This design comes from an exercise in tuning for small area on the open sky130 flow, not from production work. RTL that was checked went through simulation tests only; none was proved equivalent to the original. Function not checked in run 1: the RTL went through the layout flow alone. Power and IR drop assume default switching activity.

==> design/flow/design.v <==
`default_nettype none
module main(clk, buttons, init_cells, leds, rgb, cols, rows);
input wire clk;
input wire [1:0] buttons;
input wire [63:0] init_cells;
output logic [1:0] leds;
output logic [2:0] rgb;
output logic [7:0] cols;
output logic [7:0] rows;
logic [63:0] dead;         
logic [7:0] game_lo;       
logic game_hi;             
logic [2:0] display_counter;
logic [2:0] x;
logic [2:0] todo;          
logic [7:0] first_old;     
logic [7:0] prev_old;      
logic rst, load, step, adv;
always_comb begin
  rst = buttons[0];
  load = buttons[0] | buttons[1];
  step = game_hi;
  adv = display_counter[2];
end
always_comb begin
  leds[0] = buttons[0] ^ buttons[1];
  leds[1] = buttons[0] & buttons[1];
  rgb[0] = ~( buttons[0] & ~buttons[1]);
  rgb[1] = ~(~buttons[0] &  buttons[1]);
  rgb[2] = ~( buttons[0] &  buttons[1]);
end
logic [2:0] t;
logic [7:0] dt;
logic [7:0] w0, w1, w2;
integer j;
always_comb begin
  t = x + {2'd0, adv};
  dt = 8'd1 << t;
  w0 = 8'd0; w1 = 8'd0; w2 = 8'd0;
  for (j = 0; j < 8; j = j + 1) begin
    w0 = w0 | ({8{dt[(j+1)%8]}} & ~dead[8*j +: 8]);
    w1 = w1 | ({8{dt[j]}} & ~dead[8*j +: 8]);
    w2 = w2 | ({8{dt[(j+7)%8]}} & ~dead[8*j +: 8]);
  end
  rows = ~(adv ? w0 : w1);
  cols = 8'd1 << x;
end
logic [7:0] above, below, center, next_row;
logic [7:0] u0, u1;      
logic [9:0] v0, v1;      
logic l0, lc, hs, hc;
integer k;
always_comb begin
  center = w1;
  if (dt[0]) above = 8'd0;
  else if (step) above = w0;
  else above = prev_old;
  if (dt[7]) below = 8'd0;
  else if (!step && (todo == 3'd1)) below = first_old;
  else below = w2;
  v0[0] = 1'b0; v1[0] = 1'b0; v0[9] = 1'b0; v1[9] = 1'b0;
  for (k = 0; k < 8; k = k + 1) begin
    {u1[k], u0[k]} = {1'b0, above[k]} + {1'b0, below[k]};
    {v1[k+1], v0[k+1]} = {1'b0, above[k]} + {1'b0, center[k]} + {1'b0, below[k]};
  end
  for (k = 0; k < 8; k = k + 1) begin
    {lc, l0} = {1'b0, v0[k]} + {1'b0, v0[k+2]} + {1'b0, u0[k]};
    {hc, hs} = {1'b0, v1[k]} + {1'b0, v1[k+2]} + {1'b0, u1[k]};
    next_row[k] = ~hc & (hs ^ lc) & (l0 | center[k]);
  end
end
logic [7:0] game_lo_next;
logic game_lo_last;
always_comb begin
  game_lo_next = {game_lo[6:0], game_lo[7] ^ game_lo[5] ^ game_lo[4] ^ game_lo[3] ^ (game_lo[6:0] == 7'd0)};
  game_lo_last = (game_lo == 8'h80);
end
logic upd;
logic [7:0] we;
always_comb begin
  upd = ~load & (step | (adv & (todo != 3'd0)));
  we = dt & {8{upd}};
end
always_ff @(posedge clk) begin
  if (rst) begin
    game_lo <= 8'd0;
    game_hi <= 1'b0;
    display_counter <= 3'd0;
    x <= 3'd0;
  end else begin
    game_lo <= step ? 8'd0 : game_lo_next;
    game_hi <= ~step & game_lo_last;
    display_counter <= adv ? 3'd0 : display_counter + 3'd1;
    x <= t;
  end
  for (int y = 0; y < 8; y++)
    if (load | we[y])
      dead[8*y +: 8] <= ~((init_cells[8*y +: 8] & {8{load}}) | (next_row & {8{we[y]}}));
  if (load) todo <= 3'd0;
  else if (step) todo <= 3'd7;
  else if (adv && (todo != 3'd0)) todo <= todo - 3'd1;
  if (step) first_old <= w1;
  if (step | adv) prev_old <= w1;
end
endmodule
`default_nettype wire
==> design/flow/flow/run.sh <==
#!/bin/bash
# Layout flow: the standard flow (standard.sh), with two changes:
#  - synthesis maps the logic with the area-oriented ABC script in
#    flow/abc_area.script instead of ORFS's speed script (the registers are
#    mapped before ABC runs, so they are the standard synthesis's);
#  - the port buffers are sky130_fd_sc_hd__buf_1 cells.
# Each step's full output goes to a log file in the work folder.
set -euo pipefail
W=$PWD
cat > "$W/area_synth.tcl" <<EOF
proc abc {args} {
  set i [lsearch -exact \$args -script]
  if {\$i >= 0} { set args [lreplace \$args \$i [expr {\$i + 1}] -script $W/flow/abc_area.script] }
  yosys abc {*}\$args
}
source $W/synth_recipe.tcl
EOF
sed "s#SYNTH_SCRIPT=[^ ]*#SYNTH_SCRIPT=$W/area_synth.tcl#" standard.sh > area_standard.sh
grep -q "SYNTH_SCRIPT=$W/area_synth.tcl" area_standard.sh
export BUFFER_PORTS_ARGS="-buffer_cell sky130_fd_sc_hd__buf_1"
bash area_standard.sh synth > "$W/synth.log" 2>&1
bash area_standard.sh > "$W/layout.log" 2>&1
test -f out/final.def
==> design/flow/flow/abc_area.script <==
strash
dch
map -a
strash
dch
map -a
topo
stime -c
==> design/flow/standard.sh <==
#!/bin/bash
# synth_recipe.tcl (not shown) runs the flow's synth.tcl, then flattens the netlist and writes it again
# the make line also repeats each setting of config.mk as NAME=value (left out here)
make -C /OpenROAD-flow-scripts/flow DESIGN_CONFIG=/design/flow/config.mk WORK_HOME=/design/flow/orfs CLKGATE_MAP_FILE= SYNTH_SCRIPT=/design/flow/synth_recipe.tcl "${@:-finish}"
==> design/flow/config.mk <==
export PLATFORM = sky130hd
export DESIGN_NAME = main
export DESIGN_NICKNAME = main
export VERILOG_FILES = /design/flow/design.v
export SDC_FILE = /design/flow/constraint.sdc
export NUM_CORES = 4
export LEC_CHECK = 0
export CAP_MARGIN = 20
export CORE_MARGIN = 2
export CORE_UTILIZATION = 60
export CTS_BUF_LIST = sky130_fd_sc_hd__clkbuf_4 sky130_fd_sc_hd__clkbuf_8
export CTS_CLUSTER_DIAMETER = 40
export CTS_CLUSTER_SIZE = 10
export PLACE_DENSITY = 0.7
export SLEW_MARGIN = 20
==> design/flow/constraint.sdc <==
create_clock -name core_clock -period 7.0 [get_ports {clk}]
set_input_delay 1.4000 -clock core_clock [delete_from_list [all_inputs] [get_ports {clk}]]
set_output_delay 1.4000 -clock core_clock [all_outputs]
set_load 0.01 [all_outputs]
==> out/results.ini, run 1 <==
[routing]
wire_per_inst_um=21.67
dr.pass1.iters=6
wl_um=17900
routed_via_density=6.597
final_antenna_net_count=0
drt_iter0_markers=647
dr_total_vias=5449
drc=0

[placed_design]
gp_congestion=0.9310
hpwlAfterDp_um=12570
port-buffer-count=87

[setup_path]
critical_path.max_stage_delay_ps=790
worst-path-buf-inv=4
crit_slowest_cell=nor4_1
arrival_ps=4640
crit_chain=ha_1, ha_1, or2_2, nand2_1, clkinv_1, nand2_1, buf_4, o22ai_1, nor4_1, clkinv_1, o21ai_0, buf_1
critPathTopFamily=simple AND/OR/NAND/NOR gates
crit_required_ps=5600
crit_path_max_fanout=26
r2r-start=display_counter[2]$_SDFF_PP0_
crit_type=reg -> out
worst_setup_path_end_kind=primary output
cp-startpoint=display_counter[2]$_SDFF_PP0_
crit_path_start_kind=flop

[run_status]
status=complete, no violations

[sta]
finalHoldViolCount=0
tightestPinTransition_ps=1168
rsz0062_at_grt=false
timing.setup.tns_ps=0
skew_ps=20.08
hold_ws_ps=428.0
setup_viol=0
post-route-period-util_pct=86.32
period_needed_ps=6042
slew_viol_final=0
maxSlewHeadroom_pct=21.61
fmax_mhz=165.5

[layout]
nets=799
drive_gt1_share_pct=5.165
diodes=0
area_delta_synth_final_pct=13.38

[yosys]
yosysSeqAreaShare_pct=48.03
syn_area_um2=5752
yosysWarnings=1
synth_edf_count=80
synth_nets=688
synth.avg_cell_area_um2=9.900
async_flop_share_pct=0
synth.distinct_cells=27
netlist_instances=581
ys_ff_latch=98
synthFlopType=edfxtp_1

[floorplanning]
die_w_um=101.9
start_util_pct=61.95
num_rows=35
io_pins=88
chipHeight_um=101.9
coreArea_um2=9284
die_area_um2=10390

[clocking]
clk-insertion-delay-late_ps=400
tritoncts=done
cts_buffers=9
cts_max_level=3
cts_max_path_buffers=2
root_buffer=clkbuf_8
ctsResizeCount=0
post_cts_buffers=0
clock-sinks=98
postCtsHoldBufs=0
cts.clk_slew.worst_paths_ps=110

[power_and_ir_drop]
power_density_nw_per_um2=218.7
p_leak_nw=2.168
vdd_drop_max_mv=0.1124

[min_path]
worstHoldPathType=reg -> reg
hp-start=game_lo[2]$_SDFF_PP0_

[global_routing]
grt_max_degree=65
grt.overflow.total=0
grt_use_total_pct=35.65
grt_pass1_vias=5083
grt_pass1_wl_um=27410
antenna_found_initial=0

[run]
maxCapViolCount=0

==> flip-flops by register name, indices dropped and copies added (netlist names) <==
register,flops
dead,64
todo,3
first_old,8
display_counter,3
game_lo,8
prev_old,8
x,3
game_hi,1
==> kinds of logic after synthesis <==
family                   count (synthesis)  synth area share, %
adder cells (fa/ha/maj)                 40                10.79
XOR/XNOR                                 7                1.066
buffers and inverters                   79                5.155
AND/OR/NAND/NOR                        153                11.83
AO/OA/AOI/OAI                          204                23.12
flip-flops                              98                48.03
==> path summary, 6_finish.rpt <==
check                                             end  slack, ps  cells after the start
worst min register to register  game_lo[3]$_SDFF_PP0_        430                      2
worst max register to register     dead[17]$_DFFE_PP_        960                     24
worst min-delay path            game_lo[3]$_SDFF_PP0_        430                      2
worst max-delay path                          rows[6]        960                     12
==> routing by layer <==
| layer | GRT usage, % | wire length, µm | up-vias | part of all wire [%] |
|---|---|---|---|---|
| met5 | 0 | 0 | - | 0 |
| met4 | 13.85 | 450 | 0 | 2.5 |
| met3 | 9.029 | 2469 | 47 | 14 |
| met2 | 54.55 | 8167 | 456 | 46 |
| met1 | 49.26 | 6812 | 2503 | 38 |
| li1 | - | - | 2443 | - |
==> cells in the mapped netlist (all sizes together) (2+ instances only) <==
library cell | instances | area share (%)
o21ai | 36 | 3.1
dfxtp | 18 | 6.3
o221ai | 4 | 0.61
nor4 | 19 | 2.1
nor2 | 71 | 4.6
o221a | 2 | 0.39
nor3b | 3 | 0.39
fa | 16 | 5.6
nand2 | 29 | 1.9
xor2 | 5 | 0.76
nor3 | 21 | 1.8
o22ai | 74 | 8.0
ha | 24 | 5.2
a211oi | 4 | 0.52
a22oi | 64 | 8.4
a21oi | 15 | 1.3
or2 | 4 | 0.43
xnor2 | 2 | 0.30
nand3 | 5 | 0.43
clkinv | 79 | 5.2
edfxtp | 80 | 42
==> area by class of cell <==
type                       instances  area [µm²]
sequential                        98        2763
multi-input combinational        404        2693
tap                              129       161.4
fill                             765        2763
clock buffer                       9       123.9
clock inverter                     7       60.06
inverter                          79       296.5
timing repair buffer             100       424.2
==> placed cells by master (no fill, tap or decap), types with 2 or more instances in the layout <==
cell      synthesis  routed
o221ai_1          4       4
clkbuf_8          0       9
xnor2_1           2       2
nand3_1           5       5
nor2_1           71      71
dfxtp_1          18      18
a211oi_1          4       4
xor2_1            5       5
or2_2             4       4
clkinv_4          0       2
ha_1             24      24
a21oi_1          15      15
o21ai_1           0       8
clkinv_1         79      79
nor3b_1           3       3
buf_1             0      87
edfxtp_1         80      80
o22ai_1          74      74
o221a_2           2       2
o21ai_0          36      28
inv_6             0       3
nand2_1          29      29
nor4_1           19      19
nor3_1           21      21
fa_1             16      16
a22oi_1          64      64
buf_4             0      13
==> worst register-to-register path, delay by kind of cell, from the launching register on <==
family / cells / cell delay, ps
compound gates: 2 / 310
fa+ha+maj: 4 / 1360
simple gates: 11 / 2610
flops: 1 / 550
buf+inv: 7 / 930
==> per-stage QoR <==
step                      total power, mW  utilization (%)  std cells  worst slack [ps]  area [µm²]
after CTS                           1.409            70.24        826              1095        6521
after floorplan                    0.9253                -        581              2071        5752
after detailed placement            1.058            68.26        810              1144        6337
final                               1.426            70.24        826             957.7        6521
after global routing                1.481            70.24        826             432.2        6521
after global placement              1.046            68.18        809              1352        6330
==> report_power, final <==
group | switching [mW] | internal [mW]
clock | 0.231 | 0.136
combinational | 0.234 | 0.131
sequential | 0.0257 | 0.669
==> run 2: changes to the inputs <==
--- a/design/flow/design.v
+++ b/design/flow/design.v
@@ -7,7 +7,7 @@
 output logic [2:0] rgb;
 output logic [7:0] cols;
 output logic [7:0] rows;
-logic [63:0] dead;         
+logic [63:0] cells;
 logic [7:0] game_lo;       
 logic game_hi;             
 logic [2:0] display_counter;
@@ -38,9 +38,9 @@
   dt = 8'd1 << t;
   w0 = 8'd0; w1 = 8'd0; w2 = 8'd0;
   for (j = 0; j < 8; j = j + 1) begin
-    w0 = w0 | ({8{dt[(j+1)%8]}} & ~dead[8*j +: 8]);
-    w1 = w1 | ({8{dt[j]}} & ~dead[8*j +: 8]);
-    w2 = w2 | ({8{dt[(j+7)%8]}} & ~dead[8*j +: 8]);
+    w0 = w0 | ({8{dt[(j+1)%8]}} & cells[8*j +: 8]);
+    w1 = w1 | ({8{dt[j]}} & cells[8*j +: 8]);
+    w2 = w2 | ({8{dt[(j+7)%8]}} & cells[8*j +: 8]);
   end
   rows = ~(adv ? w0 : w1);
   cols = 8'd1 << x;
@@ -76,10 +76,11 @@
   game_lo_last = (game_lo == 8'h80);
 end
 logic upd;
-logic [7:0] we;
+logic [7:0] we, hold;
 always_comb begin
   upd = ~load & (step | (adv & (todo != 3'd0)));
   we = dt & {8{upd}};
+  hold = ~we & {8{~load}};
 end
 always_ff @(posedge clk) begin
   if (rst) begin
@@ -94,8 +95,8 @@
     x <= t;
   end
   for (int y = 0; y < 8; y++)
-    if (load | we[y])
-      dead[8*y +: 8] <= ~((init_cells[8*y +: 8] & {8{load}}) | (next_row & {8{we[y]}}));
+    cells[8*y +: 8] <= (init_cells[8*y +: 8] & {8{load}}) | (next_row & {8{we[y]}})
+                     | (cells[8*y +: 8] & {8{hold[y]}});
   if (load) todo <= 3'd0;
   else if (step) todo <= 3'd7;
   else if (adv && (todo != 3'd0)) todo <= todo - 3'd1;
==> design/flow/config.mk (replaced) <==
export PLATFORM = sky130hd
export DESIGN_NAME = main
export DESIGN_NICKNAME = main
export VERILOG_FILES = /design/flow/design.v
export SDC_FILE = /design/flow/constraint.sdc
export NUM_CORES = 4
export LEC_CHECK = 0
export CAP_MARGIN = 5
export CORE_MARGIN = 2
export CORE_UTILIZATION = 40
export CTS_BUF_LIST = sky130_fd_sc_hd__clkbuf_8
export GPL_TIMING_DRIVEN = 0
export PLACE_DENSITY = 0.6
export SLEW_MARGIN = 5
==> run 2 against run 1 <==
  * Largest power group unchanged
  * First-iteration DRC count shrank 5.4%
  * Still clean
  * Critical endpoint is now cells[39]$_DFF_P_
  * Power shrank 0.46%
  * Clock skew shrank 7.1 ps
==> out/results.ini, run 2 <==
[floorplanning]
io_pins=88  ; unchanged
start_util_pct=40.92  ; -21 points
die_w_um=123.2  ; +21%
num_rows=43  ; +23%
coreArea_um2=13880  ; +50%
chipHeight_um=123.2  ; +21%
die_area_um2=15170  ; +46%

[yosys]
netlist_instances=698  ; +20%
syn_area_um2=5680  ; -1.2%
synth.avg_cell_area_um2=8.138  ; -18%
synth_nets=805  ; +17%
ys_ff_latch=98  ; unchanged
synth_commonest_cells=clkinv_1 (136), o21ai_0 (85), dfxtp_1 (82)
async_flop_share_pct=0  ; unchanged
synth_area_leaders=dfxtp_1 (29%), a22oi_1 (10%), clkinv_1 (9.0%)
synth.distinct_cells=26  ; -3.7%
synthFlopType=dfxtp_1
yosysWarnings=1  ; unchanged
yosysSeqAreaShare_pct=37.36  ; -11 points
yosysMostFrequentCell=clkinv_1
synth_edf_count=16  ; -80%
synth_top_cell_by_area=dfxtp_1
yosysTopAreaCellShare_pct=28.90  ; -13 points

[clocking]
cts_max_path_buffers=2  ; unchanged
cts_max_level=3  ; unchanged
clock-sinks=98  ; unchanged
tritoncts=done
post_cts_buffers=0  ; unchanged
cts_buffers=9  ; unchanged
cts.clk_slew.worst_paths_ps=100  ; about the same
clk-insertion-delay-late_ps=400  ; about the same
root_buffer=clkbuf_8

[power_and_ir_drop]
swShare_pct=37.72  ; +3.4 points
total_power_mw=1.420  ; -0.46%
p_leak_nw=2.238  ; +3.2%
power_density_nw_per_um2=220.4  ; +0.80%
vdd_drop_max_mv=0.1279  ; +14%
switchingPower_mw=0.5354  ; +9.3%
p_seq_share_pct=44.6  ; -4.1 points
p_clk_share_pct=24.0  ; -1.7 points
comb_power_share_pct=31.4  ; +5.9 points
intPower_mw=0.8842  ; -5.5%

[sta]
period_needed_ps=6396  ; +353.5 ps
setup_viol=0  ; unchanged
slew_viol_final=0  ; unchanged
post-route-period-util_pct=91.37  ; +5.1 points
rsz0062_at_grt=false
skew_ps=13.00  ; -7.083 ps
finalHoldViolCount=0  ; unchanged
setup_ws_ps=604.2  ; -353.5 ps
fmax_mhz=156.4  ; -5.5%
maxSlewHeadroom_pct=8.373  ; -13 points
tightestPinTransition_ps=1366  ; +198.1 ps

[run_status]
status=complete, no violations

[layout]
most-common-layout-cells=clkinv_1 (135), buf_1 (87), o21ai_0 (84), dfxtp_1 (82), a22oi_1 (79)
drive_gt1_share_pct=3.109  ; -2.1 points
diodes=0  ; unchanged
regMostFlops=cells
regArea_um2=2122  ; -23%
nets=906  ; +13%
multi_input_area_um2=3065  ; +14%
largest_register_ffs=64  ; unchanged
area_delta_synth_final_pct=13.37  ; about the same
mostFrequentLayoutCell=clkinv_1
layout.cells.non_filler=984  ; +19%
fillCellCount=1401  ; +83%

[routing]
wire_per_inst_um=20.96  ; -3.3%
wl_um=20620  ; +15%
dr_total_vias=5876  ; +7.8%
routed_via_density=5.972  ; -9.5%
dr.pass1.iters=8  ; +2
final_antenna_net_count=0  ; unchanged
drt_iter0_markers=612  ; -5.4%
drc=0  ; unchanged

[global_routing]
grt_pass1_wl_um=30970  ; +13%
grt_pass1_vias=5507  ; +8.3%
antenna_found_initial=0  ; unchanged
grt.overflow.total=0  ; unchanged
grt_max_degree=67  ; +3.1%
grt_use_total_pct=27.87  ; -7.8 points

[placed_design]
dp_worst_setup_slack_ps=298.7  ; -845.7 ps
port-buffer-count=87  ; unchanged
hpwlAfterDp_um=14280  ; +14%
place_inst=967  ; +19%
gp_congestion=0.9672  ; +3.9%

[setup_path]
crit_required_ps=7320  ; +1720 ps
arrival_ps=6720  ; +2080 ps
crit_path_max_fanout=20  ; -23%
crit_type=reg -> reg
worst_setup_path_end_kind=flop
crit_path_start_kind=flop

[min_path]
worstHoldPathType=reg -> reg

[run]
maxCapViolCount=0  ; unchanged

[run 2: metrics by stage]
stage | setup TNS, ps | util (%) | instance area (µm²) | hold slack (ps)
4_1_cts | 0 | 46.28 | 6424 | 426.7
2_1_floorplan | 0 | - | 5680 | 396.4
5_1_grt | 0 | 46.39 | 6440 | 455.5
3_3_place_gp | -1633 | 44.90 | 6232 | 406.0
6_report | 0 | 46.39 | 6440 | 426.5
3_5_place_dp | 0 | 45.11 | 6262 | 413.7
[run 2: area by class of cell]
cell class,instances,share of cell area (%)
clock inverters,7,0.5829
inverters,136,7.946
well taps,180,3.497
flip-flops and latches,98,32.95
repair buffers,90,5.498
multi-input cells,464,47.60
clock buffers,9,1.923
[run 2: worst max-delay path, stage by stage, from the launching register on]
cell and delay (ps):
dfxtp_1 670, ha_1 250, ha_1 160, clkinv_1 100, nor2_1 120, clkinv_1 100, nor2_1 470, clkinv_1 780
o22ai_1 370, a21oi_1 70, o221ai_1 110, a21oi_1 70, o221ai_1 200, nor2_1 70, nor3_1 230, clkinv_1 150
fa_1 630, clkinv_1 90, ha_1 270, o22ai_1 70, a211oi_1 1000, a22oi_1 160, o21ai_0 160
[run 2: worst paths after layout]
check / startpoint / to / slack (ps) / depth (start not counted)
worst max register to register: display_counter[2]$_SDFF_PP0_ / cells[39]$_DFF_P_ / 600 / 22
worst min register to register: display_counter[0]$_SDFF_PP0_ / display_counter[0]$_SDFF_PP0_ / 430 / 1
worst min-delay path: display_counter[0]$_SDFF_PP0_ / display_counter[0]$_SDFF_PP0_ / 430 / 1
worst max-delay path: display_counter[2]$_SDFF_PP0_ / cells[39]$_DFF_P_ / 600 / 22
[run 2: logic make-up (layout without fill, tap and decap cells)]
family          after synthesis  in the layout  synth area share [%]
fa+ha+maj                    40             40                 10.93
xor+xnor                      9              9                 1.388
flops                        98             98                 37.36
compound gates              260            260                 29.65
simple gates                155            155                 11.70
buf+inv                     136            242                 8.987
[run 2: metal layers]
metal / track usage [%] / vias up / wire [µm]
met2: 42.96 / 318 / 9296
met4: 10.80 / 0 / 569
met3: 8.303 / 49 / 2180
met5: 0 / - / 0
met1: 36.71 / 2771 / 8576
li1: - / 2738 / -
[run 2: what timing repair did]
action	4_1_cts	5_1_grt
setup endpoints to repair	0	8
hold buffers	0	0
resized for setup	0	2
[run 2: power by group through the flow]
stage          Clock [mW]  Sequential, mW  Combinational [mW]
6_report            0.341           0.633               0.446
5_1_grt             0.364           0.637               0.493
4_1_cts             0.344           0.632               0.430
3_5_place_dp            0           0.645               0.428
3_3_place_gp            0           0.645               0.411
2_1_floorplan           0           0.640               0.284
==> run 3: changes to the inputs <==
==> design/flow/config.mk (replaced) <==
export PLATFORM = sky130hd
export DESIGN_NAME = main
export DESIGN_NICKNAME = main
export VERILOG_FILES = /design/flow/design.v
export SDC_FILE = /design/flow/constraint.sdc
export NUM_CORES = 4
export LEC_CHECK = 0
export CAP_MARGIN = 20
export CORE_MARGIN = 2
export CORE_UTILIZATION = 40
export CTS_BUF_LIST = sky130_fd_sc_hd__clkbuf_8
export PLACE_DENSITY = 0.6
export SLEW_MARGIN = 20
==> run 3 against run 2 <==
  * Design area increased by 2.2%
  * Area after synthesis unchanged
  * Die area unchanged
  * Hold slack got worse by 1.3 ps
  * Routed wire length increased by 2.6%
  * Power increased by 8.0%
  * Clock skew increased by 2.7 ps
  * Global-route usage increased by 0.93 points
  * First-iteration DRC count increased by 22%
==> out/results.ini, run 3 <==
[placed_design]
place_area_um2=6360  ; +1.6%
hpwlAfterDp_um=14980  ; +4.9%
place_inst=982  ; +1.6%
gp_congestion=0.9134  ; -5.6%
dp_worst_setup_slack_ps=1166  ; +867.4 ps
port-buffer-count=87  ; unchanged

[setup_path]
crit_path_max_fanout=15  ; -25%
worst-path-buf-inv=3  ; -2
crit_path_start_kind=flop
crit_required_ps=5600  ; -1720 ps
worst_setup_path_end_kind=primary output
crit_slowest_cell=dfxtp_1
critPathTopFamily=simple AND/OR/NAND/NOR gates
critical_path.max_stage_delay_ps=670  ; -330 ps
crit_chain=ha_1, ha_1, or2_2, nand2_1, nand2_1, clkinv_1, a22oi_1, o221ai_1, nor2_1, clkinv_1, o21ai_0, buf_1
arrival_ps=4240  ; -2480 ps
crit_type=reg -> out

[yosys]
ys_ff_latch=98  ; unchanged
synth.avg_cell_area_um2=8.138  ; unchanged
synth_nets=805  ; unchanged
yosysWarnings=1  ; unchanged
async_flop_share_pct=0  ; unchanged
netlist_instances=698  ; unchanged
synth_commonest_cells=clkinv_1 (136), o21ai_0 (85), dfxtp_1 (82)
yosysTopAreaCellShare_pct=28.90  ; unchanged
syn_area_um2=5680  ; unchanged
yosysMostFrequentCell=clkinv_1
synth_edf_count=16  ; unchanged
synthFlopType=dfxtp_1
synth_area_leaders=dfxtp_1 (29%), a22oi_1 (10%), clkinv_1 (9.0%)
yosysSeqAreaShare_pct=37.36  ; unchanged
synth.distinct_cells=26  ; unchanged
synth_top_cell_by_area=dfxtp_1

[layout]
largest_register_ffs=64  ; unchanged
area_delta_synth_final_pct=15.90
most-common-layout-cells=clkinv_1 (136), buf_1 (87), o21ai_0 (85), dfxtp_1 (82), a22oi_1 (79)
drive_gt1_share_pct=4.279  ; +1.2 points
mostFrequentLayoutCell=clkinv_1
nets=920  ; +1.5%
diodes=0  ; unchanged
regMostFlops=cells
layout.cells.non_filler=998  ; +1.4%
fin_area_um2=6584  ; +2.2%
final_util_pct=47.43  ; +1.0 points

[sta]
finalHoldViolCount=0  ; unchanged
fmax_mhz=177.2  ; +13%
setup_viol=0  ; unchanged
period_needed_ps=5642  ; -754.0 ps
skew_ps=15.67  ; +2.670 ps
slew_viol_final=0  ; unchanged
post-route-period-util_pct=80.60  ; -11 points
setup_ws_ps=1358  ; +754.0 ps
timing.setup.tns_ps=0  ; unchanged
tightestPinTransition_ps=1218  ; -148.1 ps
hold_ws_ps=425.1  ; -1.332 ps
rsz0062_at_grt=false
maxSlewHeadroom_pct=18.50  ; +10 points

[routing]
drt_iter0_markers=744  ; +22%
drc=0  ; unchanged
routed_via_density=5.988  ; +0.28%
dr_total_vias=5976  ; +1.7%
final_antenna_net_count=0  ; unchanged
wire_per_inst_um=21.21  ; +1.2%
wl_um=21170  ; +2.6%
dr.pass1.iters=9  ; +1

[clocking]
clk-insertion-delay-late_ps=400  ; about the same
tritoncts=done
ctsResizeCount=0  ; unchanged
cts_buffers=9  ; unchanged
cts_max_path_buffers=2  ; unchanged
root_buffer=clkbuf_8
clock-sinks=98  ; unchanged
cts_max_level=3  ; unchanged
cts.clk_slew.worst_paths_ps=100  ; about the same
postCtsHoldBufs=0  ; unchanged
post_cts_buffers=0  ; unchanged

[floorplanning]
num_rows=43  ; unchanged
die_area_um2=15170  ; unchanged
start_util_pct=40.92  ; unchanged
die_w_um=123.2  ; unchanged
io_pins=88  ; unchanged
coreArea_um2=13880  ; unchanged
chipHeight_um=123.2  ; unchanged

[global_routing]
met2_usage_pct=44.33  ; +1.4 points
grt_use_total_pct=28.80  ; +0.93 points
grt.busiest_layer=met2
grt_pass1_vias=5671  ; +3.0%
grt_pass1_wl_um=31990  ; +3.3%
use_met1_pct=38.45  ; +1.7 points
grt.overflow.total=0  ; unchanged
grt_use_met3_pct=7.011  ; -1.3 points
grt_max_degree=43  ; -36%
antenna_found_initial=1  ; +1

[power_and_ir_drop]
p_leak_nw=2.322  ; +3.8%
total_power_mw=1.533  ; +8.0%
vdd_drop_max_mv=0.1420  ; +11%
power_density_nw_per_um2=232.8  ; +5.6%

[run]
maxCapViolCount=0  ; unchanged

[min_path]
worstHoldPathType=reg -> reg

[run_status]
status=complete, no violations

[run 3: path summary, 6_finish.rpt]
kind | start | endpoint | slack, ps | depth (start not counted)
worst max register to register | display_counter[2]$_SDFF_PP0_ | cells[29]$_DFF_P_ | 1380 | 21
worst min register to register | game_lo[1]$_SDFF_PP0_ | game_lo[2]$_SDFF_PP0_ | 430 | 2
worst max-delay path | display_counter[2]$_SDFF_PP0_ | rows[0] | 1360 | 12
worst min-delay path | game_lo[1]$_SDFF_PP0_ | game_lo[2]$_SDFF_PP0_ | 430 | 2
[run 3: layout make-up]
| type | instances | area, µm² |
|---|---|---|
| well taps | 180 | 225.2 |
| repair buffers | 104 | 454.2 |
| clock buffers | 10 | 137.6 |
| fillers | 1414 | 7297 |
| clock inverters | 6 | 81.33 |
| flip-flops and latches | 98 | 2122 |
| inverters | 136 | 510.5 |
| multi-input cells | 464 | 3053 |
[run 3: layer usage]
layer / routed length (µm) / share of wire [%] / up-vias
met5: 0 / 0 / -
met4: 754 / 3.6 / 0
met3: 2332 / 11 / 61
met2: 9514 / 45 / 328
met1: 8563 / 40 / 2825
li1: - / - / 2762
[run 3: logic make-up after synthesis]
group | synth area share, %
simple gates | 11.70
xor+xnor | 1.388
flops | 37.36
compound gates | 29.65
fa+ha+maj | 10.93
buf+inv | 8.987
[run 3: worst min-delay path: cells and delay by family (launching register included)]
kind | cells | cell delay, ps
buffers and inverters | 1 | 50
flip-flops | 1 | 310
AND/OR/NAND/NOR | 1 | 30
[run 3: power breakdown]
| part | internal, mW | switching [mW] |
|---|---|---|
| registers | 0.613 | 0.0214 |
| clock network | 0.209 | 0.217 |
| logic | 0.169 | 0.304 |
==> run 4: changes to the inputs <==
--- a/design/flow/flow/run.sh
+++ b/design/flow/flow/run.sh
@@ -3,6 +3,7 @@
 #  - synthesis maps the logic with the area-oriented ABC script in
 #    flow/abc_area.script instead of ORFS's speed script (the registers are
 #    mapped before ABC runs, so they are the standard synthesis's);
+#  - synthesis leaves the adders to ABC (no full/half-adder cell extraction);
 #  - the port buffers are sky130_fd_sc_hd__buf_1 cells.
 # Each step's full output goes to a log file in the work folder.
 set -euo pipefail
@@ -17,6 +18,7 @@
 EOF
 sed "s#SYNTH_SCRIPT=[^ ]*#SYNTH_SCRIPT=$W/area_synth.tcl#" standard.sh > area_standard.sh
 grep -q "SYNTH_SCRIPT=$W/area_synth.tcl" area_standard.sh
+export ADDER_MAP_FILE=
 export BUFFER_PORTS_ARGS="-buffer_cell sky130_fd_sc_hd__buf_1"
 bash area_standard.sh synth > "$W/synth.log" 2>&1
 bash area_standard.sh > "$W/layout.log" 2>&1
==> design/flow/flow/abc_area.script (replaced) <==
strash
dc2
dc2
dch -f
map -a
strash
dch -f
map -a
topo
==> design/flow/config.mk (replaced) <==
export PLATFORM = sky130hd
export DESIGN_NAME = main
export DESIGN_NICKNAME = main
export VERILOG_FILES = /design/flow/design.v
export SDC_FILE = /design/flow/constraint.sdc
export NUM_CORES = 4
export LEC_CHECK = 0
export CAP_MARGIN = 5
export CORE_MARGIN = 2
export CORE_UTILIZATION = 40
export CTS_BUF_LIST = sky130_fd_sc_hd__clkbuf_8
export CTS_CLUSTER_DIAMETER = 300
export CTS_CLUSTER_SIZE = 30
export GPL_TIMING_DRIVEN = 0
export PLACE_DENSITY = 0.6
export SLEW_MARGIN = 5
==> run 4 against run 3 <==
  * Count of clock-buffer cells in the layout is 1 lower
  * Hold slack hardly changed
  * Die area is 2.9% lower
  * Sequential share of layout area is 1.1 points higher
  * Still clean
  * Critical path depth is 9 higher
  * Routed wire length is 8.2% lower
  * Via count is 5.0% higher
  * Area after synthesis is 3.0% lower
  * Synthesized cell count is 9.2% higher
  * Clock skew is 6.7 ps lower
  * Design area is 3.2% lower
  * Register-to-register slack worse by 630 ps
==> out/results.ini, run 4 <==
[clocking]
cts_buffers=9  ; unchanged
clk-insertion-delay-late_ps=390  ; about the same
tritoncts=done
cts_max_path_buffers=2  ; unchanged
root_buffer=clkbuf_8
cts_max_level=3  ; unchanged
clock-sinks=98  ; unchanged
post_cts_buffers=0  ; unchanged
cts.clk_slew.worst_paths_ps=90  ; about the same

[floorplanning]
start_util_pct=41.26  ; +0.34 points
die_w_um=121.3  ; -1.5%
die_area_um2=14720  ; -2.9%
io_pins=88  ; unchanged
coreArea_um2=13350  ; -3.8%
num_rows=42  ; -2.3%
chipHeight_um=121.3  ; -1.5%

[sta]
skew_ps=9.014  ; -6.655 ps
finalHoldViolCount=0  ; unchanged
post-route-period-util_pct=89.26  ; +8.7 points
maxSlewHeadroom_pct=37.36  ; +19 points
rsz0062_at_grt=false
period_needed_ps=6249  ; +606.7 ps
timing.setup.tns_ps=0  ; unchanged
setup_viol=0  ; unchanged
fmax_mhz=160.0  ; -9.7%
tightestPinTransition_ps=936.2  ; -281.9 ps
slew_viol_final=0  ; unchanged

[layout]
area_delta_synth_final_pct=15.67
regMostFlops=cells
diodes=0  ; unchanged
most-common-layout-cells=nor2_1 (114), clkinv_1 (110), nand2_1 (108), a22oi_1 (94), buf_1 (87)
nets=934  ; +1.5%
final_util_pct=47.73  ; +0.30 points
fillCellCount=1407  ; -0.50%
mostFrequentLayoutCell=nor2_1
layout.cells.non_filler=1048  ; +5.0%
drive_gt1_share_pct=4.243  ; -0.036 points
largest_register_ffs=64  ; unchanged

[setup_path]
arrival_ps=6480  ; +2240 ps
crit_type=reg -> reg
crit_path_max_fanout=19  ; +4
crit_slowest_cell=dfxtp_1
crit_chain=clkinv_1, nor2_1, nor2_1, clkinv_1, nand2_1, nor2_2, clkinv_1, nor2_1, a2111oi_0, a211oi_1, clkinv_1, nor2_1, clkinv_1, nand2_1, xor2_1, nand2_1, nand2_1, nand2_1, xor2_1, o21ai_1, o21ai_0
reg2reg_slack_ps=750  ; -630 ps
critical_path.max_stage_delay_ps=740  ; +70 ps
crit_required_ps=7230  ; +1630 ps
critPathTopFamily=simple AND/OR/NAND/NOR gates
worst-path-buf-inv=5  ; +2
crit_path_start_kind=flop
worst_setup_path_end_kind=flop

[placed_design]
place_inst=1032  ; +5.1%
hpwlAfterDp_um=14920  ; -0.42%
port-buffer-count=87  ; unchanged
gp_congestion=0.9159  ; +0.27%

[yosys]
synth_area_leaders=dfxtp_1 (30%), a22oi_1 (13%), edfxtp_1 (8.7%)
async_flop_share_pct=0  ; unchanged
synth_nets=829  ; +3.0%
syn_area_um2=5508  ; -3.0%
yosysTopAreaCellShare_pct=29.80  ; +0.91 points
synth_edf_count=16  ; unchanged
synth.distinct_cells=28  ; +7.7%
synth.avg_cell_area_um2=7.228  ; -11%
ys_ff_latch=98  ; unchanged
yosysWarnings=1  ; unchanged
netlist_instances=762  ; +9.2%
synth_top_cell_by_area=dfxtp_1
yosysMostFrequentCell=nor2_1
yosysSeqAreaShare_pct=38.53  ; +1.2 points
synth_commonest_cells=nor2_1 (117), clkinv_1 (111), nand2_1 (108)
synthFlopType=dfxtp_1

[global_routing]
antenna_found_initial=0  ; -1
grt_max_degree=46  ; +7.0%
grt_pass1_vias=5871  ; +3.5%
grt.overflow.total=0  ; unchanged
grt_use_total_pct=26.32  ; -2.5 points
grt_pass1_wl_um=29790  ; -6.9%

[min_path]
worstHoldPathType=reg -> reg

[power_and_ir_drop]
power_density_nw_per_um2=222.3  ; -4.5%
vdd_drop_max_mv=0.1362  ; -4.1%
total_power_mw=1.417  ; -7.6%
p_leak_nw=2.325  ; +0.11%

[routing]
final_antenna_net_count=0  ; unchanged
wl_um=19430  ; -8.2%
wire_per_inst_um=18.54  ; -13%
drt_iter0_markers=741  ; -0.40%
drc=0  ; unchanged
routed_via_density=5.986  ; about the same
dr.pass1.iters=8  ; -1
dr_total_vias=6273  ; +5.0%

[run_status]
status=complete, no violations

[run]
maxCapViolCount=0  ; unchanged

## run 4: cell types whose count changed in the layout (fill, tap and decap cells not counted), moves of 11 or more
cell,before,now
nand2_1,46,108
o221ai_1,20,5
clkinv_1,136,110
o22ai_1,42,17
buf_4,17,5
nor2_1,65,114
a22oi_1,79,94
ha_1,24,0
fa_1,16,0
a21oi_1,15,32
a221oi_1,6,17
## run 4: final cells by class
| type | count | area [µm²] | share of cell area (%) |
|---|---|---|---|
| Multi-Input combinational cell | 553 | 3002 | 47.11 |
| Sequential cell | 98 | 2122 | 33.31 |
| Inverter | 111 | 417.9 | 6.559 |
| Timing Repair Buffer | 94 | 399.1 | 6.265 |
| Tap cell | 176 | 220.2 | 3.456 |
| Clock buffer | 9 | 123.9 | 1.944 |
| Clock inverter | 7 | 86.33 | 1.355 |
## run 4: path summary, 6_finish.rpt
check | startpoint | end | cells past startpoint
worst max register to register | display_counter[2]$_SDFF_PP0_ | cells[28]$_DFF_P_ | 21
worst max-delay path | display_counter[2]$_SDFF_PP0_ | cells[28]$_DFF_P_ | 21
worst min register to register | game_lo[1]$_SDFF_PP0_ | game_lo[2]$_SDFF_PP0_ | 2
worst min-delay path | game_lo[1]$_SDFF_PP0_ | game_lo[2]$_SDFF_PP0_ | 2
## run 4: through the flow
step                hold WS [ps]  area, µm²  setup WS [ps]
floorplan                  402.6       5508           2071
global placement           410.2       6055         -347.5
detailed placement         415.4       6156          166.2
CTS                        431.0       6366          131.8
global route               447.8       6371          331.1
finish                     425.4       6371          751.5
## run 4: cell families after synthesis
family,Yosys count,synth area share (%)
AND/OR/NAND/NOR,270,19.79
flip-flops,98,38.53
buffers and inverters,111,7.565
XOR/XNOR,16,2.544
AO/OA/AOI/OAI,267,31.58
## run 4: metal layers
layer	part of all wire, %	vias up	track usage (%)	routed length [µm]
li1	-	2948	-	-
met1	41	2906	33.19	7978
met2	47	358	43.96	9047
met3	8.5	61	4.182	1657
met4	3.8	0	12.36	743
met5	0	-	0	0
## run 4: power breakdown
part / internal, mW / total [mW] / switching (mW)
Combinational: 0.118 / 0.367 / 0.249
Clock: 0.198 / 0.400 / 0.202
Sequential: 0.612 / 0.649 / 0.0376
## run 4: worst register-to-register path: stages (launching register included)
cell and delay [ps]:
dfxtp_1 740, clkinv_1 490, nor2_1 250, nor2_1 120
clkinv_1 150, nand2_1 120, nor2_2 720, clkinv_1 580
nor2_1 240, a2111oi_0 130, a211oi_1 270, clkinv_1 120
nor2_1 190, clkinv_1 120, nand2_1 110, xor2_1 350
nand2_1 160, nand2_1 90, nand2_1 80, xor2_1 150
o21ai_1 690, o21ai_0 210
## run 4: timing repair
item / 4_1_cts / 5_1_grt
hold buffers: 0 / 0
resized for setup: 0 / 1
endpoints found under the setup margin: 0 / 4
==> run 5: changes to the inputs <==
--- a/design/flow/config.mk
+++ b/design/flow/config.mk
@@ -9,8 +9,6 @@
 export CORE_MARGIN = 2
 export CORE_UTILIZATION = 40
 export CTS_BUF_LIST = sky130_fd_sc_hd__clkbuf_8
-export CTS_CLUSTER_DIAMETER = 300
-export CTS_CLUSTER_SIZE = 30
 export GPL_TIMING_DRIVEN = 0
 export PLACE_DENSITY = 0.6
 export SLEW_MARGIN = 5
==> run 5 against run 4 <==
  * Synthesized cell count unchanged
  * Non-clock buffer count unchanged
  * Hold slack unchanged
  * Sequential power about the same
  * Still clean
  * Largest cell class unchanged
  * Design area unchanged
  * Sequential share of layout area unchanged
  * Maximum frequency unchanged
==> out/results.ini, run 5 <==
[power_and_ir_drop]
vdd_drop_max_mv=0.1362  ; unchanged
power_density_nw_per_um2=222.3  ; unchanged
p_leak_nw=2.325  ; unchanged

[sta]
fmax_mhz=160.0  ; unchanged
period_needed_ps=6249  ; unchanged
setup_viol=0  ; unchanged
setup_ws_ps=751.5  ; unchanged
maxSlewHeadroom_pct=37.36  ; unchanged
slew_viol_final=0  ; unchanged
rsz0062_at_grt=false
timing.setup.tns_ps=0  ; unchanged
tightestPinTransition_ps=936.2  ; unchanged
finalHoldViolCount=0  ; unchanged
skew_ps=9.014  ; unchanged
post-route-period-util_pct=89.26  ; unchanged

[setup_path]
crit_path_start_kind=flop
crit_required_ps=7230  ; about the same
worst_setup_path_end_kind=flop
critPathTopFamily=simple AND/OR/NAND/NOR gates
crit_chain=clkinv_1, nor2_1, nor2_1, clkinv_1, nand2_1, nor2_2, clkinv_1, nor2_1, a2111oi_0, a211oi_1, clkinv_1, nor2_1, clkinv_1, nand2_1, xor2_1, nand2_1, nand2_1, nand2_1, xor2_1, o21ai_1, o21ai_0
critical_path.max_stage_delay_ps=740  ; about the same
crit_type=reg -> reg
worst-path-buf-inv=5  ; unchanged
arrival_ps=6480  ; about the same
crit_path_max_fanout=19  ; unchanged
crit_slowest_cell=dfxtp_1

[layout]
mostFrequentLayoutCell=nor2_1
nets=934  ; unchanged
most-common-layout-cells=nor2_1 (114), clkinv_1 (110), nand2_1 (108), a22oi_1 (94), buf_1 (87)
area_delta_synth_final_pct=15.67  ; unchanged
largest_register_ffs=64  ; unchanged
layout.cells.non_filler=1048  ; unchanged
diodes=0  ; unchanged
drive_gt1_share_pct=4.243  ; unchanged
regMostFlops=cells
final_util_pct=47.73  ; unchanged

[floorplanning]
coreArea_um2=13350  ; unchanged
die_w_um=121.3  ; unchanged
chipHeight_um=121.3  ; unchanged
io_pins=88  ; unchanged
start_util_pct=41.26  ; unchanged
num_rows=42  ; unchanged
die_area_um2=14720  ; unchanged

[clocking]
cts_max_path_buffers=2  ; unchanged
clock-sinks=98  ; unchanged
tritoncts=done
post_cts_buffers=0  ; unchanged
cts_buffers=9  ; unchanged
clk-insertion-delay-late_ps=390  ; about the same
cts_max_level=3  ; unchanged
cts.clk_slew.worst_paths_ps=90  ; about the same
root_buffer=clkbuf_8

[yosys]
yosysWarnings=1  ; unchanged
yosys.area_share.simple_pct=19.79  ; unchanged
netlist_instances=762  ; unchanged
synth_nets=829  ; unchanged
synth_area_leaders=dfxtp_1 (30%), a22oi_1 (13%), edfxtp_1 (8.7%)
synth_mux_area_share_pct=0  ; unchanged
async_flop_share_pct=0  ; unchanged
synth_top_family_by_area=compound AO/OA/AOI/OAI gates
yosysSeqAreaShare_pct=38.53  ; unchanged
synth_compound_area_share_pct=31.58  ; unchanged
synthFlopType=dfxtp_1
ys_ff_latch=98  ; unchanged
synth_xor_area_share_pct=2.544  ; unchanged
syn_area_um2=5508  ; unchanged
synth_adder_area_share_pct=0  ; unchanged
yosysTopAreaCellShare_pct=29.80  ; unchanged
yosysMostFrequentCell=nor2_1
synth_edf_count=16  ; unchanged
synth.distinct_cells=28  ; unchanged
synth_top_cell_by_area=dfxtp_1
synth_commonest_cells=nor2_1 (117), clkinv_1 (111), nand2_1 (108)
synth.avg_cell_area_um2=7.228  ; unchanged

[global_routing]
grt_use_met3_pct=4.182  ; unchanged
grt_max_degree=46  ; unchanged
antenna_found_initial=0  ; unchanged
use_met1_pct=33.19  ; unchanged
grt_use_total_pct=26.32  ; unchanged
grt_pass1_vias=5871  ; unchanged
grt.busiest_layer=met2
grt.overflow.total=0  ; unchanged
met2_usage_pct=43.96  ; unchanged
grt_pass1_wl_um=29790  ; unchanged

[routing]
routed_via_density=5.986  ; unchanged
wire_per_inst_um=18.54  ; unchanged
final_antenna_net_count=0  ; unchanged
dr.pass1.iters=8  ; unchanged
dr_total_vias=6273  ; unchanged
wl_um=19430  ; unchanged
drt_iter0_markers=741  ; unchanged
drc=0  ; unchanged

[placed_design]
dp_worst_setup_slack_ps=166.2  ; unchanged
hpwlAfterDp_um=14920  ; unchanged
place_inst=1032  ; unchanged
gp_congestion=0.9159  ; unchanged
port-buffer-count=87  ; unchanged

[run]
maxCapViolCount=0  ; unchanged

[min_path]
worstHoldPathType=reg -> reg

[run_status]
status=complete, no violations

[run 5: final timing paths]
kind         slack [ps]  depth (start not counted)                     startpoint               endpoint
max                 750                         21  display_counter[2]$_SDFF_PP0_      cells[28]$_DFF_P_
min                 430                          2          game_lo[1]$_SDFF_PP0_  game_lo[2]$_SDFF_PP0_
max reg2reg         750                         21  display_counter[2]$_SDFF_PP0_      cells[28]$_DFF_P_
min reg2reg         430                          2          game_lo[1]$_SDFF_PP0_  game_lo[2]$_SDFF_PP0_
[run 5: what timing repair did]
action	4_1_cts	5_1_grt
resized for setup	0	1
hold buffers	0	0
setup endpoints to repair	0	4
[run 5: where the power goes]
group | total (mW) | internal (mW) | switching (mW)
Combinational | 0.367 | 0.118 | 0.249
Clock | 0.400 | 0.198 | 0.202
Sequential | 0.649 | 0.612 | 0.0376
Total | 1.42 | 0.927 | 0.489
[run 5: cell type report]
cell class	count	area [µm²]
fillers	1407	6977
clock buffers	9	123.9
repair buffers	94	399.1
inverters	111	417.9
clock inverters	7	86.33
multi-input cells	553	3002
well taps	176	220.2
flip-flops and latches	98	2122
[run 5: through the flow]
stage               hold WS (ps)  instance area [µm²]  power [mW]
floorplan                  402.6                 5508      0.8948
global placement           410.2                 6055       1.004
detailed placement         415.4                 6156       1.022
CTS                        431.0                 6366       1.419
global route               447.8                 6371       1.488
finish                     425.4                 6371       1.417
[run 5: cells by family (layout without fill, tap and decap cells)]
family                 Yosys count  in the layout
flip-flops                      98             98
AO/OA/AOI/OAI                  267            267
AND/OR/NAND/NOR                270            270
buffers and inverters          111            221
XOR/XNOR                        16             16
[run 5: per-layer routing]
layer  vias up  part of all wire, %
li1       2948                    -
met1      2906                   41
met2       358                   47
met3        61                  8.5
met4         0                  3.8
met5         -                    0
[run 5: worst min-delay path: stages (launching register included)]
cell and delay, ps:
dfxtp_1 310, clkinv_1 50, nor2_1 40
==> run 6: changes to the inputs <==
--- a/design/flow/design.v
+++ b/design/flow/design.v
@@ -49,6 +49,7 @@
 logic [7:0] u0, u1;      
 logic [9:0] v0, v1;      
 logic l0, lc, hs, hc;
+logic [3:0] tot, nb;
 integer k;
 always_comb begin
   center = w1;
@@ -60,12 +61,16 @@
   else below = w2;
   v0[0] = 1'b0; v1[0] = 1'b0; v0[9] = 1'b0; v1[9] = 1'b0;
   for (k = 0; k < 8; k = k + 1) begin
-    {u1[k], u0[k]} = {1'b0, above[k]} + {1'b0, below[k]};
-    {v1[k+1], v0[k+1]} = {1'b0, above[k]} + {1'b0, center[k]} + {1'b0, below[k]};
+    u0[k] = above[k] ^ below[k];
+    u1[k] = above[k] & below[k];
+    v0[k+1] = u0[k] ^ center[k];
+    v1[k+1] = u1[k] | (u0[k] & center[k]);
   end
   for (k = 0; k < 8; k = k + 1) begin
-    {lc, l0} = {1'b0, v0[k]} + {1'b0, v0[k+2]} + {1'b0, u0[k]};
-    {hc, hs} = {1'b0, v1[k]} + {1'b0, v1[k+2]} + {1'b0, u1[k]};
+    l0 = v0[k] ^ v0[k+2] ^ u0[k];
+    lc = (v0[k] & v0[k+2]) | (u0[k] & (v0[k] ^ v0[k+2]));
+    hs = v1[k] ^ v1[k+2] ^ u1[k];
+    hc = (v1[k] & v1[k+2]) | (u1[k] & (v1[k] ^ v1[k+2]));
     next_row[k] = ~hc & (hs ^ lc) & (l0 | center[k]);
   end
 end
--- a/design/flow/flow/run.sh
+++ b/design/flow/flow/run.sh
@@ -19,6 +19,7 @@
 sed "s#SYNTH_SCRIPT=[^ ]*#SYNTH_SCRIPT=$W/area_synth.tcl#" standard.sh > area_standard.sh
 grep -q "SYNTH_SCRIPT=$W/area_synth.tcl" area_standard.sh
 export ADDER_MAP_FILE=
+export CTS_ARGS="-sink_clustering_enable -repair_clock_nets -dont_use_dummy_load -buf_list sky130_fd_sc_hd__clkbuf_8"
 export BUFFER_PORTS_ARGS="-buffer_cell sky130_fd_sc_hd__buf_1"
 bash area_standard.sh synth > "$W/synth.log" 2>&1
 bash area_standard.sh > "$W/layout.log" 2>&1
==> run 6 against run 5 <==
  * Still clean
  * Via count is 2.6% lower
  * Non-clock buffer count is 1 lower
  * Cell count is 2.3% lower
  * Maximum frequency is 1.4% lower
  * Clock power is 25% lower
  * Combinational power is 3% lower
  * Worst setup slack worse by 90 ps
  * Sequential power hardly changed
  * Sequential share of layout area is 0.68 points higher
  * Critical path depth is 3 higher
  * Power is 8.3% lower
  * Die area is 0.75% lower
  * Largest power group unchanged
==> out/results.ini, run 6 <==
[run_status]
status=complete, no violations

[clocking]
post_cts_buffers=0  ; unchanged
cts_max_path_buffers=2  ; unchanged
cts_buffers=9  ; unchanged
tritoncts=done
root_buffer=clkbuf_8
ctsResizeCount=0  ; unchanged
postCtsHoldBufs=0  ; unchanged
cts_max_level=3  ; unchanged
cts.clk_slew.worst_paths_ps=90  ; about the same
clock-sinks=98  ; unchanged
clk-insertion-delay-late_ps=380  ; about the same

[power_and_ir_drop]
intPower_mw=0.8400  ; -9.4%
p_seq_share_pct=49.7  ; +3.9 points
p_clk_share_pct=23.0  ; -5.3 points
comb_power_share_pct=27.3  ; +1.4 points
vdd_drop_max_mv=0.1232  ; -9.5%
p_leak_nw=2.190  ; -5.8%
power_density_nw_per_um2=208.1  ; -6.4%
swShare_pct=35.33  ; +0.79 points
switchingPower_mw=0.4590  ; -6.2%

[placed_design]
port-buffer-count=87  ; unchanged
place_inst=1015  ; -1.6%
hpwlAfterDp_um=14660  ; -1.7%
gp_congestion=0.9312  ; +1.7%

[floorplanning]
coreArea_um2=13300  ; -0.39%
start_util_pct=41.11  ; -0.16 points
die_area_um2=14610  ; -0.75%
chipHeight_um=120.9  ; -0.37%
die_w_um=120.9  ; -0.37%
num_rows=42  ; unchanged
io_pins=88  ; unchanged

[setup_path]
crit_path_max_fanout=17  ; -2
arrival_ps=6560  ; +80 ps
crit_required_ps=7220  ; about the same
worst_setup_path_end_kind=flop
crit_slowest_cell=nor2_2
critical_path.max_stage_delay_ps=700  ; -40 ps
crit_top_cell=nand2_1
crit_chain=clkinv_1, nor2_1, nand2_1, nand2_1, nand2_1, nor2_2, clkinv_1, o22ai_1, a221oi_1, o2111a_1, a21oi_1, o21ai_0, nor2_1, clkinv_1, nand2_1, nor2_1, nor2_1, clkinv_1, nand2_1, nand2_1, o21ai_0, xor2_1, o221ai_1, o21ai_0
critPathTopFamily=simple AND/OR/NAND/NOR gates
crit_type=reg -> reg
worst-path-buf-inv=4  ; -1
crit_path_start_kind=flop

[routing]
drt_iter0_markers=667  ; -10%
routed.top_layer=met4
wl_met1_um=8391  ; +5.2%
met2_length_um=8975  ; -0.80%
drc=0  ; unchanged
routed_via_density=5.969  ; -0.28%
final_antenna_net_count=0  ; unchanged
dr_wl_met3_um=1471  ; -11%
dr.pass1.iters=8  ; unchanged
dr_total_vias=6112  ; -2.6%
wire_per_inst_um=18.86  ; +1.7%
wl_um=19310  ; -0.61%

[yosys]
ys_ff_latch=98  ; unchanged
synth_area_leaders=dfxtp_1 (30%), a22oi_1 (12%), edfxtp_1 (8.8%)
synth.avg_cell_area_um2=7.326  ; +1.4%
async_flop_share_pct=0  ; unchanged
yosysWarnings=1  ; unchanged
yosysMostFrequentCell=nor2_1
synth.distinct_cells=28  ; unchanged
synthFlopType=dfxtp_1
yosysTopAreaCellShare_pct=30.04  ; +0.23 points
netlist_instances=746  ; -2.1%
yosysSeqAreaShare_pct=38.83  ; +0.30 points
synth_top_cell_by_area=dfxtp_1
syn_area_um2=5465  ; -0.77%
synth_nets=813  ; -1.9%
synth_commonest_cells=nor2_1 (115), clkinv_1 (105), nand2_1 (103)
synth_edf_count=16  ; unchanged

[layout]
final_util_pct=46.96  ; -0.77 points
most-common-layout-cells=nor2_1 (112), clkinv_1 (103), nand2_1 (103), o21ai_0 (94), a22oi_1 (90)
regMostFlops=cells
diodes=0  ; unchanged
fillCellCount=1347  ; -4.3%
drive_gt1_share_pct=3.302  ; -0.94 points
area_delta_synth_final_pct=14.24
largest_register_ffs=64  ; unchanged
nets=917  ; -1.8%
layout.cells.non_filler=1024  ; -2.3%
mostFrequentLayoutCell=nor2_1

[sta]
tightestPinTransition_ps=1085  ; +149.2 ps
maxSlewHeadroom_pct=27.55  ; -9.8 points
rsz0062_at_grt=false
slew_viol_final=0  ; unchanged
fmax_mhz=157.8  ; -1.4%
period_needed_ps=6338  ; +89.81 ps
skew_ps=19.68  ; +10.66 ps
post-route-period-util_pct=90.55  ; +1.3 points
hold_ws_ps=423.7  ; -1.669 ps
timing.setup.tns_ps=0  ; unchanged
finalHoldViolCount=0  ; unchanged
setup_viol=0  ; unchanged

[global_routing]
grt_pass1_vias=5670  ; -3.4%
grt_use_total_pct=26.61  ; +0.29 points
grt_pass1_wl_um=30090  ; +0.99%
antenna_found_initial=0  ; unchanged
grt.overflow.total=0  ; unchanged
grt_max_degree=43  ; -6.5%

[run]
maxCapViolCount=0  ; unchanged

[min_path]
worstHoldPathType=reg -> reg

[run 6: cell count changes after synthesis, moves of 5 or more]
cell / before / now
clkinv_1: 111 / 105
o21ai_0: 82 / 94
o22ai_1: 17 / 12
a21oi_1: 32 / 19
o221ai_1: 5 / 12
nand2_1: 108 / 103
[run 6: logic make-up (layout without fill, tap and decap cells)]
group | after synthesis | after routing | share of synthesized area [%]
AOI/OAI and AO/OA | 268 | 268 | 32.21
xor gates and xnor gates | 19 | 19 | 3.045
buffers and inverters | 105 | 207 | 7.212
DFF | 98 | 98 | 38.83
and+or+nand+nor | 256 | 256 | 18.70
[run 6: cell type report]
type	instances	area (µm²)	share of cell area (%)
Clock buffer	9	123.9	1.984
Multi-Input combinational cell	543	2987	47.84
Sequential cell	98	2122	33.99
Inverter	105	399.1	6.393
Tap cell	176	220.2	3.527
Timing Repair Buffer	93	391.6	6.273
[run 6: layer usage]
layer  track usage, %  vias to the layer above
li1                 -                     2886
met1            36.06                     2904
met2            42.70                      279
met3            4.793                       43
met4            9.012                        0
met5                0                        -
[run 6: final timing paths]
path | cells past startpoint | from | to | slack, ps
worst max-delay path | 24 | display_counter[2]$_SDFF_PP0_ | cells[49]$_DFF_P_ | 660
worst min-delay path | 2 | game_lo[6]$_SDFF_PP0_ | game_lo[7]$_SDFF_PP0_ | 420
worst max register to register | 24 | display_counter[2]$_SDFF_PP0_ | cells[49]$_DFF_P_ | 660
worst min register to register | 2 | game_lo[6]$_SDFF_PP0_ | game_lo[7]$_SDFF_PP0_ | 420
[run 6: through the flow]
stage / instance area, µm² / power (mW) / worst slack (ps)
4_1_cts: 6230 / 1.303 / 208.9
3_3_place_gp: 6012 / 0.9891 / -114.0
5_1_grt: 6243 / 1.371 / 236.5
2_1_floorplan: 5465 / 0.8830 / 2119
6_report: 6243 / 1.299 / 661.7
3_5_place_dp: 6106 / 1.005 / 270.5
[run 6: power by group through the flow]
| stage | logic (mW) | clock network (mW) | registers [mW] |
|---|---|---|---|
| 6_report | 0.355 | 0.299 | 0.646 |
| 5_1_grt | 0.392 | 0.329 | 0.649 |
| 4_1_cts | 0.350 | 0.309 | 0.644 |
| 3_5_place_dp | 0.348 | 0 | 0.657 |
| 3_3_place_gp | 0.333 | 0 | 0.656 |
| 2_1_floorplan | 0.237 | 0 | 0.646 |
[run 6: worst min-delay path: cells and delay by family, from the launching register on]
kind	cells	cell delay (ps)
buffers and inverters	1	40
flip-flops	1	320
AND/OR/NAND/NOR	1	30
==> run 7: changes to the inputs <==
--- a/design/flow/flow/run.sh
+++ b/design/flow/flow/run.sh
@@ -19,7 +19,7 @@
 sed "s#SYNTH_SCRIPT=[^ ]*#SYNTH_SCRIPT=$W/area_synth.tcl#" standard.sh > area_standard.sh
 grep -q "SYNTH_SCRIPT=$W/area_synth.tcl" area_standard.sh
 export ADDER_MAP_FILE=
-export CTS_ARGS="-sink_clustering_enable -repair_clock_nets -dont_use_dummy_load -buf_list sky130_fd_sc_hd__clkbuf_8"
+export CTS_ARGS="-sink_clustering_enable -repair_clock_nets -dont_use_dummy_load -buf_list \"sky130_fd_sc_hd__clkbuf_4 sky130_fd_sc_hd__clkbuf_8 sky130_fd_sc_hd__clkbuf_16\""
 export BUFFER_PORTS_ARGS="-buffer_cell sky130_fd_sc_hd__buf_1"
 bash area_standard.sh synth > "$W/synth.log" 2>&1
 bash area_standard.sh > "$W/layout.log" 2>&1
==> run 7 against run 6 <==
  * Sequential share of layout area decreased by 0.54 points
  * Area after synthesis did not move
  * Core utilization up 0.76 points
  * Largest power group unchanged
==> out/results.ini, run 7 <==
[run_status]
status=complete, no violations

[layout]
diodes=0  ; unchanged
mostFrequentLayoutCell=nor2_1
area_delta_synth_final_pct=16.09
largest_register_ffs=64  ; unchanged
layout.cells.non_filler=1024  ; unchanged
drive_gt1_share_pct=3.302  ; unchanged
regMostFlops=cells
most-common-layout-cells=nor2_1 (112), clkinv_1 (103), nand2_1 (103), o21ai_0 (94), a22oi_1 (90)
nets=917  ; unchanged
final_util_pct=47.72  ; +0.76 points

[power_and_ir_drop]
p_leak_nw=2.237  ; +2.1%
vdd_drop_max_mv=0.1365  ; +11%
total_power_mw=1.426  ; +9.7%
power_density_nw_per_um2=224.7  ; +8.0%

[yosys]
synthFlopType=dfxtp_1
yosysSeqAreaShare_pct=38.83  ; unchanged
yosysTopAreaCellShare_pct=30.04  ; unchanged
synth_commonest_cells=nor2_1 (115), clkinv_1 (105), nand2_1 (103)
synth.avg_cell_area_um2=7.326  ; unchanged
synth_edf_count=16  ; unchanged
yosysWarnings=1  ; unchanged
synth_nets=813  ; unchanged
yosysMostFrequentCell=nor2_1
synth.distinct_cells=28  ; unchanged
netlist_instances=746  ; unchanged
syn_area_um2=5465  ; unchanged
async_flop_share_pct=0  ; unchanged
synth_area_leaders=dfxtp_1 (30%), a22oi_1 (12%), edfxtp_1 (8.8%)
synth_top_cell_by_area=dfxtp_1
ys_ff_latch=98  ; unchanged

[global_routing]
grt_pass1_wl_um=30100  ; about the same
grt_use_total_pct=26.59  ; about the same
grt_max_degree=43  ; unchanged
grt.overflow.total=0  ; unchanged
grt_pass1_vias=5689  ; +0.34%
antenna_found_initial=0  ; unchanged

[setup_path]
arrival_ps=6560  ; about the same
crit_top_cell=nand2_1
crit_chain=clkinv_1, nor2_1, nand2_1, nand2_1, nand2_1, nor2_2, clkinv_1, o22ai_1, a221oi_1, o2111a_1, a21oi_1, o21ai_0, nor2_1, clkinv_1, nand2_1, nor2_1, nor2_1, clkinv_1, nand2_1, nand2_1, o21ai_0, xor2_1, o221ai_1, o21ai_0
crit_path_start_kind=flop
r2r-start=display_counter[2]$_SDFF_PP0_
cp-startpoint=display_counter[2]$_SDFF_PP0_
crit_path_max_fanout=17  ; unchanged
critical_path.max_stage_delay_ps=710  ; about the same
worst_setup_path_end_kind=flop
crit_required_ps=7190  ; -30 ps
crit_slowest_cell=nor2_2
crit_type=reg -> reg

[sta]
slew_viol_final=0  ; unchanged
setup_viol=0  ; unchanged
setup_ws_ps=626.4  ; -35.28 ps
rsz0062_at_grt=false
skew_ps=14.57  ; -5.113 ps
timing.setup.tns_ps=0  ; unchanged
post-route-period-util_pct=91.05  ; +0.50 points
period_needed_ps=6374  ; +35.28 ps
tightestPinTransition_ps=1100  ; +14.73 ps
maxSlewHeadroom_pct=26.56  ; -0.98 points
finalHoldViolCount=0  ; unchanged
fmax_mhz=156.9  ; -0.55%

[routing]
final_antenna_net_count=0  ; unchanged
drt_iter0_markers=666  ; -0.15%
drc=0  ; unchanged
dr_total_vias=6123  ; +0.18%
routed_via_density=5.979  ; +0.18%
dr.pass1.iters=6  ; -2
wire_per_inst_um=18.86  ; about the same
wl_um=19310  ; about the same

[min_path]
hp-start=game_lo[6]$_SDFF_PP0_
worstHoldPathType=reg -> reg

[clocking]
cts_max_path_buffers=2  ; unchanged
post_cts_buffers=0  ; unchanged
postCtsHoldBufs=0  ; unchanged
cts_buffers=9  ; unchanged
ctsResizeCount=0  ; unchanged
clk-insertion-delay-late_ps=350  ; -30 ps
tritoncts=done
root_buffer=clkbuf_16
cts.clk_slew.worst_paths_ps=70  ; -20 ps
clock-sinks=98  ; unchanged
cts_max_level=3  ; unchanged

[placed_design]
gp_congestion=0.9312  ; unchanged
hpwlAfterDp_um=14660  ; unchanged
dp_worst_setup_slack_ps=270.5  ; unchanged
port-buffer-count=87  ; unchanged
place_inst=1015  ; unchanged

[floorplanning]
chipHeight_um=120.9  ; unchanged
die_area_um2=14610  ; unchanged
coreArea_um2=13300  ; unchanged
die_w_um=120.9  ; unchanged
io_pins=88  ; unchanged
start_util_pct=41.11  ; unchanged
num_rows=42  ; unchanged

[run]
maxCapViolCount=0  ; unchanged

-- run 7: worst paths after layout --
kind                            to  slack, ps  cells past startpoint
min          game_lo[7]$_SDFF_PP0_        420                      2
max reg2reg      cells[49]$_DFF_P_        630                     24
max              cells[49]$_DFF_P_        630                     24
min reg2reg  game_lo[7]$_SDFF_PP0_        420                      2
-- run 7: routing by layer --
| metal | vias up | wire length [µm] | global-route usage [%] |
|---|---|---|---|
| met1 | 2911 | 8491 | 36.09 |
| li1 | 2894 | - | - |
| met4 | 0 | 393 | 8.648 |
| met2 | 290 | 8976 | 42.91 |
| met5 | - | 0 | 0 |
| met3 | 28 | 1452 | 4.605 |
-- run 7: cells by family after synthesis --
family          share of synthesized area [%]
buf+inv                                 7.212
simple gates                            18.70
compound gates                          32.21
flops                                   38.83
xor+xnor                                3.045
-- run 7: area by class of cell --
type / instances / area (µm²)
Fill cell: 1334 / 6950
Multi-Input combinational cell: 543 / 2987
Sequential cell: 98 / 2122
Inverter: 105 / 399.1
Timing Repair Buffer: 93 / 391.6
Clock buffer: 9 / 225.2
Tap cell: 176 / 220.2
-- run 7: critical path, delay by kind of cell (launching register included) --
kind	cells	cell delay [ps]
and+or+nand+nor	11	2260
DFF	1	640
AOI/OAI and AO/OA	8	1800
buffers and inverters	4	1400
xor gates and xnor gates	1	110
-- run 7: per-stage QoR --
step	area (µm²)	hold WS, ps
2_1_floorplan	5465	402.1
3_3_place_gp	6012	407.3
3_5_place_dp	6106	414.1
4_1_cts	6331	422.8
5_1_grt	6345	444.8
6_report	6345	420.3
-- run 7: power by group --
part	internal (mW)	switching, mW
Clock	0.227	0.196
Combinational	0.113	0.242
Sequential	0.612	0.0347
Total	0.952	0.474

## static timing again, ports no longer ideal
The results above use ideal ports. As a check the final layouts listed here were re-extracted and re-timed, cells and wires unchanged. Step 1 assumes that a clkbuf_16 drives the clock port and a buf_2 every other input. Step 2 times the ports against the registers' clock, not the clock port: input delays grow and output delays shrink by t, the midpoint of the rising clock arrivals with the driver on. Three values: ideal, step 1, step 2; two values: the first two.
run	t (ns)	setup WS [ns]	worst setup path at the end	worst data-port slew with drivers (ns)	pins driven straight from the clock port
run 1	0.420	0.958 / 0.922 / 0.962	register to register	0.04	1
run 2	0.430	0.604 / 0.604 / 0.604	register to register	0.04	1
run 3	0.433	1.358 / 1.321 / 1.384	register to register	0.03	1
run 4	0.418	0.751 / 0.751 / 0.751	register to register	0.04	1
run 5	0.418	0.751 / 0.751 / 0.751	register to register	0.04	1
run 6	0.403	0.662 / 0.662 / 0.662	register to register	0.04	1
run 7	0.379	0.626 / 0.626 / 0.626	register to register	0.04	1
After both steps setup and hold are still met in every run listed.
